Background: an optimization exercise with open tools, aiming at small area. Do not read the settings as production practice.
Where RTL was checked, it was by simulation tests only, not by an equivalence proof against the original.
No activity file was given, so power comes from the tool's default toggle rates.

== rev 12 ==
==> module rst_cipher, before the edit <==
module rst_cipher(
   input clk
  ,input rst_n
  ,input ptxt_valid
  ,input [11:0][7:0] key
  ,input [7:0] ptxt_char
  ,output [15:0] ctxt_str
  ,output reg ctxt_ready
  ,output reg err_invalid_ptxt_char
  ,output reg err_invalid_key
  ,output reg key_not_installed
);
  function automatic valid_char(input [7:0] c);
    valid_char = !c[7] && (c[6] ? (c[4:0] != 5'd0 && c[4:0] <= 5'd26)
                                : (c[5] && c[4] && c[3:0] <= 4'd9));
  endfunction
  function automatic [5:0] rowcol(input [5:0] k);
    case (k)
      6'd16: rowcol = 6'b001010;
      6'd17: rowcol = 6'b001100;
      6'd18: rowcol = 6'b001001;
      6'd19: rowcol = 6'b001110;
      6'd20: rowcol = 6'b110000;
      6'd21: rowcol = 6'b110101;
      6'd22: rowcol = 6'b110010;
      6'd23: rowcol = 6'b110100;
      6'd24: rowcol = 6'b110001;
      6'd25: rowcol = 6'b110110;
      6'd33: rowcol = 6'b000000;
      6'd34: rowcol = 6'b000101;
      6'd35: rowcol = 6'b000010;
      6'd36: rowcol = 6'b000100;
      6'd37: rowcol = 6'b000001;
      6'd38: rowcol = 6'b000110;
      6'd39: rowcol = 6'b101000;
      6'd40: rowcol = 6'b101101;
      6'd41: rowcol = 6'b101010;
      6'd42: rowcol = 6'b101100;
      6'd43: rowcol = 6'b101001;
      6'd44: rowcol = 6'b101110;
      6'd45: rowcol = 6'b010000;
      6'd46: rowcol = 6'b010101;
      6'd47: rowcol = 6'b010010;
      6'd48: rowcol = 6'b010100;
      6'd49: rowcol = 6'b010001;
      6'd50: rowcol = 6'b010110;
      6'd51: rowcol = 6'b100000;
      6'd52: rowcol = 6'b100101;
      6'd53: rowcol = 6'b100010;
      6'd54: rowcol = 6'b100100;
      6'd55: rowcol = 6'b100001;
      6'd56: rowcol = 6'b100110;
      6'd57: rowcol = 6'b001000;
      6'd58: rowcol = 6'b001101;
      default: rowcol = 6'd0;
    endcase
  endfunction
  wire [11:0] kval;
  wire [65:0][1:0] differ;
  genvar gi, gj;
  generate
    for (gi = 0; gi < 12; gi = gi + 1) begin : g_val
      assign kval[gi] = valid_char(key[gi]);
    end
    for (gi = 0; gi < 12; gi = gi + 1) begin : g_a
      for (gj = gi + 1; gj < 12; gj = gj + 1) begin : g_b
        char_eq u_eq (
          .a(key[gi][6:0]), .an(~key[gi][6:0]),
          .b(key[gj][6:0]), .bn(~key[gj][6:0]),
          .ne(differ[gi * (23 - gi) / 2 + gj - gi - 1])
        );
      end
    end
  endgenerate
  reg distinct;
  integer p;
  always @(*) begin
    distinct = 1'b1;
    for (p = 0; p < 66; p = p + 1)
      distinct = distinct & (|differ[p]);
  end
  wire kv = (&kval) & distinct;
  wire pv = valid_char(ptxt_char);
  reg installed;
  reg rot2;                
  reg [1:0] rot3;          
  reg [5:0][6:0] trow;     
  reg [5:0][6:0] tcol;     
  reg [2:0] crow, ccol;    
  wire sub = pv & ptxt_valid & installed;
  wire [5:0] rc = rowcol({ptxt_char[6], ptxt_char[4:0]});
  always @(posedge clk or negedge rst_n)
    if (!rst_n) begin
      ctxt_ready <= 1'b0;
      err_invalid_key <= 1'b0;
      err_invalid_ptxt_char <= 1'b0;
      key_not_installed <= 1'b1;
      installed <= 1'b0;
      rot2 <= 1'b0;
      rot3 <= 2'd0;
    end else begin
      ctxt_ready <= sub;
      err_invalid_key <= !kv;
      err_invalid_ptxt_char <= !pv;
      key_not_installed <= !installed;
      if (kv) installed <= 1'b1;
      if (sub) begin
        rot2 <= !rot2;
        rot3 <= {rot3[0], !rot3[0] & !rot3[1]};
      end
    end
  always @(posedge clk) begin
    if (!installed) begin
      trow <= {key[5][6:0], key[7][6:0], key[3][6:0], key[9][6:0], key[1][6:0], key[11][6:0]};
      tcol <= {key[4][6:0], key[6][6:0], key[2][6:0], key[8][6:0], key[0][6:0], key[10][6:0]};
    end
    crow <= rc[5:3];
    ccol <= rc[2:0];
  end
  ctxt_out u_out (
    .trow(trow), .tcol(tcol), .crow(crow), .ccol(ccol), .rot2(rot2), .rot3(rot3),
    .rdy(ctxt_ready),
    .ctxt_str(ctxt_str)
  );
endmodule
==> module char_eq, before the edit <==
module char_eq (
   input [6:0] a
  ,input [6:0] an
  ,input [6:0] b
  ,input [6:0] bn
  ,output [1:0] ne
);
  wire [6:0] same = ~((a | b) & (an | bn));
  assign ne = {~&same[6:4], ~&same[3:0]};
endmodule
==> module ctxt_out, before the edit <==
module ctxt_out (
   input [5:0][6:0] trow
  ,input [5:0][6:0] tcol
  ,input [2:0] crow
  ,input [2:0] ccol
  ,input rot2
  ,input [1:0] rot3
  ,input rdy
  ,output [15:0] ctxt_str
);
  function automatic [1:0] sub3(input [1:0] a, input [1:0] b);
    case ({a, b})
      4'b0000, 4'b0101, 4'b1010: sub3 = 2'd0;
      4'b0100, 4'b1001, 4'b0010: sub3 = 2'd1;
      default:                   sub3 = 2'd2;
    endcase
  endfunction
  function automatic [5:0] lines(input [2:0] a, input k2, input [1:0] k3,
                                 input en);
    reg e;
    reg [1:0] s;
    integer p;
    e = a[2] ^ k2;
    s = sub3(a[1:0], k3);
    for (p = 0; p < 6; p = p + 1)
      lines[p] = en & (e != p[0]) & (s == (p % 3 + 2) % 3);
  endfunction
  function automatic [6:0] sel(input [5:0][6:0] t, input [5:0] l);
    integer i;
    sel = 7'd0;
    for (i = 0; i < 6; i = i + 1)
      sel = sel | (t[i] & {7{l[i]}});
  endfunction
  assign ctxt_str = {1'b0, sel(trow, lines(crow, rot2, rot3, rdy)), 1'b0, sel(tcol, lines(ccol, rot2, rot3, rdy))};
endmodule
clock: 6.0 ns
lec_check: 0
cap_margin: 20
core_margin: 2
core_utilization: 35
gpl_timing_driven: 0
slew_margin: 20
synth_hierarchical: 1
synth_minimum_keep_size: 0
standard.sh (not shown) runs the stock make flow with config.mk's settings and CLKGATE_MAP_FILE= SYNTH_SCRIPT=/design/flow/synth_recipe.tcl, a recipe that flattens the netlist after the stock synthesis.
==> flow/flow/run.sh <==
#!/bin/bash
# Layout flow: the standard ORFS flow with two changes:
#  - synthesis maps with an area-oriented ABC script (flow/abc.script)
#  - port buffers are sky130_fd_sc_hd__buf_1 cells
#  - clock tree: small clock buffers, no dummy loads
set -uo pipefail
W=$(pwd)
export MY_ABC_SCRIPT=$W/flow/abc.script
export CTS_ARGS="-sink_clustering_enable -repair_clock_nets -dont_use_dummy_load -buf_list sky130_fd_sc_hd__clkbuf_4 -root_buf sky130_fd_sc_hd__clkbuf_8"
make -C "$FLOW_HOME" DESIGN_CONFIG="$FLOW_CONFIG" WORK_HOME="$W/orfs" \
  CLKGATE_MAP_FILE= SYNTH_SCRIPT="$W/flow/synth.tcl" \
  BUFFER_PORTS_ARGS="-buffer_cell sky130_fd_sc_hd__buf_1" \
  finish > "$W/make.log" 2>&1
status=$?
R=$W/orfs/results/$FLOW_PLATFORM/rst_cipher/base
if [[ -f $R/6_final.odb ]]; then
  : # left out here: write the final layout as DEF
fi
exit $status
==> flow/flow/abc.script <==
&get -n
&st
&dch -f
&nf -a -R 1000
&put
topo
==> flow/flow/synth.tcl <==
# The standard flow's synthesis (synth_recipe.tcl), except that technology mapping runs
# the ABC script in MY_ABC_SCRIPT (area-oriented, no buffering or sizing)
proc synth {args} { yosys synth -nofsm -noshare {*}$args }
proc abc {args} {
  set i [lsearch -exact $args -script]
  if {$i >= 0 && [info exists ::env(MY_ABC_SCRIPT)]} {
    lset args [expr {$i + 1}] $::env(MY_ABC_SCRIPT)
  }
  puts "abc with: $args"
  yosys abc {*}$args
}
source $::env(SCRIPTS_DIR)/synth.tcl
# left out here: clear keep_hierarchy, flatten, clean up, hide names made inside functions, write 1_2_yosys.v
For rev 13, these inputs were changed with respect to rev 12:
-- flow/design.v --
<<< rev 12, line 14
    valid_char = !c[7] && (c[6] ? (c[4:0] != 5'd0 && c[4:0] <= 5'd26)
                                : (c[5] && c[4] && c[3:0] <= 4'd9));
  endfunction
  function automatic [5:0] rowcol(input [5:0] k);
>>> rev 13, line 14
    valid_char = !c[7] && (c[6] ? (c[4:0] != 5'd0 && c[4:0] <= 5'd26)
                                : (c[5] && c[4] && c[3:0] <= 4'd9));
  endfunction
  function automatic [5:0] enc(input [7:0] c);
    enc[5] = c[6] ? c[5] : (c[3] ? c[0] : c[2]);
    enc[4] = c[4];
    enc[3] = c[3] | !c[6];
    enc[2] = c[6] ? c[2] : !c[3];
    enc[1] = c[1] | (!c[6] & c[3]);
    enc[0] = c[0] | (!c[6] & c[3]);
  endfunction
  function automatic [5:0] rowcol(input [5:0] k);
<<< rev 12, line 57
  endfunction
  wire [11:0] kval;
  wire [65:0][1:0] differ;
  genvar gi, gj;
>>> rev 13, line 65
  endfunction
  wire [11:0] kval;
  wire [11:0][5:0] kc;
  wire [65:0][1:0] differ;
  genvar gi, gj;
<<< rev 12, line 62
    for (gi = 0; gi < 12; gi = gi + 1) begin : g_val
      assign kval[gi] = valid_char(key[gi]);
    end
    for (gi = 0; gi < 12; gi = gi + 1) begin : g_a
      for (gj = gi + 1; gj < 12; gj = gj + 1) begin : g_b
        char_eq u_eq (
          .a(key[gi][6:0]), .an(~key[gi][6:0]),
          .b(key[gj][6:0]), .bn(~key[gj][6:0]),
          .ne(differ[gi * (23 - gi) / 2 + gj - gi - 1])
        );
>>> rev 13, line 71
    for (gi = 0; gi < 12; gi = gi + 1) begin : g_val
      assign kval[gi] = valid_char(key[gi]);
      assign kc[gi] = enc(key[gi]);
    end
    for (gi = 0; gi < 12; gi = gi + 1) begin : g_a
      for (gj = gi + 1; gj < 12; gj = gj + 1) begin : g_b
        char_eq u_eq (
          .a(kc[gi]), .an(~kc[gi]), .b(kc[gj]), .bn(~kc[gj]),
          .ne(differ[gi * (23 - gi) / 2 + gj - gi - 1])
        );
<<< rev 12, line 85
  reg rot2;                
  reg [1:0] rot3;          
  reg [5:0][6:0] trow;     
  reg [5:0][6:0] tcol;     
  reg [2:0] crow, ccol;    
  wire sub = pv & ptxt_valid & installed;
>>> rev 13, line 94
  reg rot2;                
  reg [1:0] rot3;          
  reg [5:0][5:0] trow;     
  reg [5:0][5:0] tcol;     
  reg [2:0] crow, ccol;    
  wire sub = pv & ptxt_valid & installed;
<<< rev 12, line 112
  always @(posedge clk) begin
    if (!installed) begin
      trow <= {key[5][6:0], key[7][6:0], key[3][6:0], key[9][6:0], key[1][6:0], key[11][6:0]};
      tcol <= {key[4][6:0], key[6][6:0], key[2][6:0], key[8][6:0], key[0][6:0], key[10][6:0]};
    end
    crow <= rc[5:3];
>>> rev 13, line 121
  always @(posedge clk) begin
    if (!installed) begin
      trow <= {kc[5], kc[7], kc[3], kc[9], kc[1], kc[11]};
      tcol <= {kc[4], kc[6], kc[2], kc[8], kc[0], kc[10]};
    end
    crow <= rc[5:3];
<<< rev 12, line 125
endmodule
module char_eq (
   input [6:0] a
  ,input [6:0] an
  ,input [6:0] b
  ,input [6:0] bn
  ,output [1:0] ne
);
  wire [6:0] same = ~((a | b) & (an | bn));
  assign ne = {~&same[6:4], ~&same[3:0]};
endmodule
module ctxt_out (
   input [5:0][6:0] trow
  ,input [5:0][6:0] tcol
  ,input [2:0] crow
  ,input [2:0] ccol
>>> rev 13, line 134
endmodule
module char_eq (
   input [5:0] a
  ,input [5:0] an
  ,input [5:0] b
  ,input [5:0] bn
  ,output [1:0] ne
);
  wire [5:0] same = ~((a | b) & (an | bn));
  assign ne = {~&same[5:3], ~&same[2:0]};
endmodule
module ctxt_out (
   input [5:0][5:0] trow
  ,input [5:0][5:0] tcol
  ,input [2:0] crow
  ,input [2:0] ccol
<<< rev 12, line 161
      lines[p] = en & (e != p[0]) & (s == (p % 3 + 2) % 3);
  endfunction
  function automatic [6:0] sel(input [5:0][6:0] t, input [5:0] l);
    integer i;
    sel = 7'd0;
    for (i = 0; i < 6; i = i + 1)
      sel = sel | (t[i] & {7{l[i]}});
  endfunction
  assign ctxt_str = {1'b0, sel(trow, lines(crow, rot2, rot3, rdy)), 1'b0, sel(tcol, lines(ccol, rot2, rot3, rdy))};
endmodule
>>> rev 13, line 170
      lines[p] = en & (e != p[0]) & (s == (p % 3 + 2) % 3);
  endfunction
  function automatic [5:0] sel(input [5:0][5:0] t, input [5:0] l);
    integer i;
    sel = 6'd0;
    for (i = 0; i < 6; i = i + 1)
      sel = sel | (t[i] & {6{l[i]}});
  endfunction
  function automatic [7:0] dec(input [5:0] e);
    reg dig, dig8;
    dig  = e[4] & e[3] & (e[2] | (e[1] & e[0]));
    dig8 = dig & !e[2];
    dec[7] = 1'b0;
    dec[6] = !dig & (e != 6'd0);
    dec[5] = dig | e[5];
    dec[4] = e[4];
    dec[3] = dig ? !e[2] : e[3];
    dec[2] = e[2] & (!dig | e[5]);
    dec[1] = e[1] & !dig8;
    dec[0] = dig8 ? e[5] : e[0];
  endfunction
  assign ctxt_str = {dec(sel(trow, lines(crow, rot2, rot3, rdy))), dec(sel(tcol, lines(ccol, rot2, rot3, rdy)))};
endmodule
==> run summary <==
Overall global routing resource usage (lower): rev 13. For via count of the routed design, dividing the value from rev 13 by the value from rev 12 gives 0.945. Diff rev 12 -> rev 13: maximum clock path buffer count held steady; power per standard cell area +about 2.7%; final hold slack neither gained nor lost much.
No functional check of the RTL was part of rev 12.

## afterwards: timing with drivers on the ports
In the flow no input, the clock included, has a driving cell. The finished layouts below were timed again as built, in two steps. Step 1 (the two cells are an assumption about what drives the block):
set clk [get_ports {clk}]
set_driving_cell -lib_cell sky130_fd_sc_hd__clkbuf_16 $clk
set_driving_cell -lib_cell sky130_fd_sc_hd__buf_2 [delete_from_list [all_inputs] $clk]
Step 2 adds t to the input delays and takes it off the output delays; t is the mean of the earliest and latest rising clock arrival at the registers after step 1. Input paths then give back, and output paths get back, about the clock's delay inside the block. a / b / c = ideal ports / drivers / drivers and shift; a / b = the first two.
run	shift t [ns]	setup WS [ns]	hold WS [ns]	worst setup path at the end	latest minus earliest clock arrival (ns)
rev 12	0.390	1.708 / 1.714 / 1.324	0.547 / 0.547 / 0.547	input to register	0.041 / 0.041
rev 13	0.391	0.898 / 0.917 / 0.525	0.546 / 0.546 / 0.546	input to register	0.038 / 0.039
After both steps every run listed still meets setup and hold. For rev 12, which loses most, drivers alone change the setup slack by +0.006 ns; drivers and shift together by -0.384 ns.
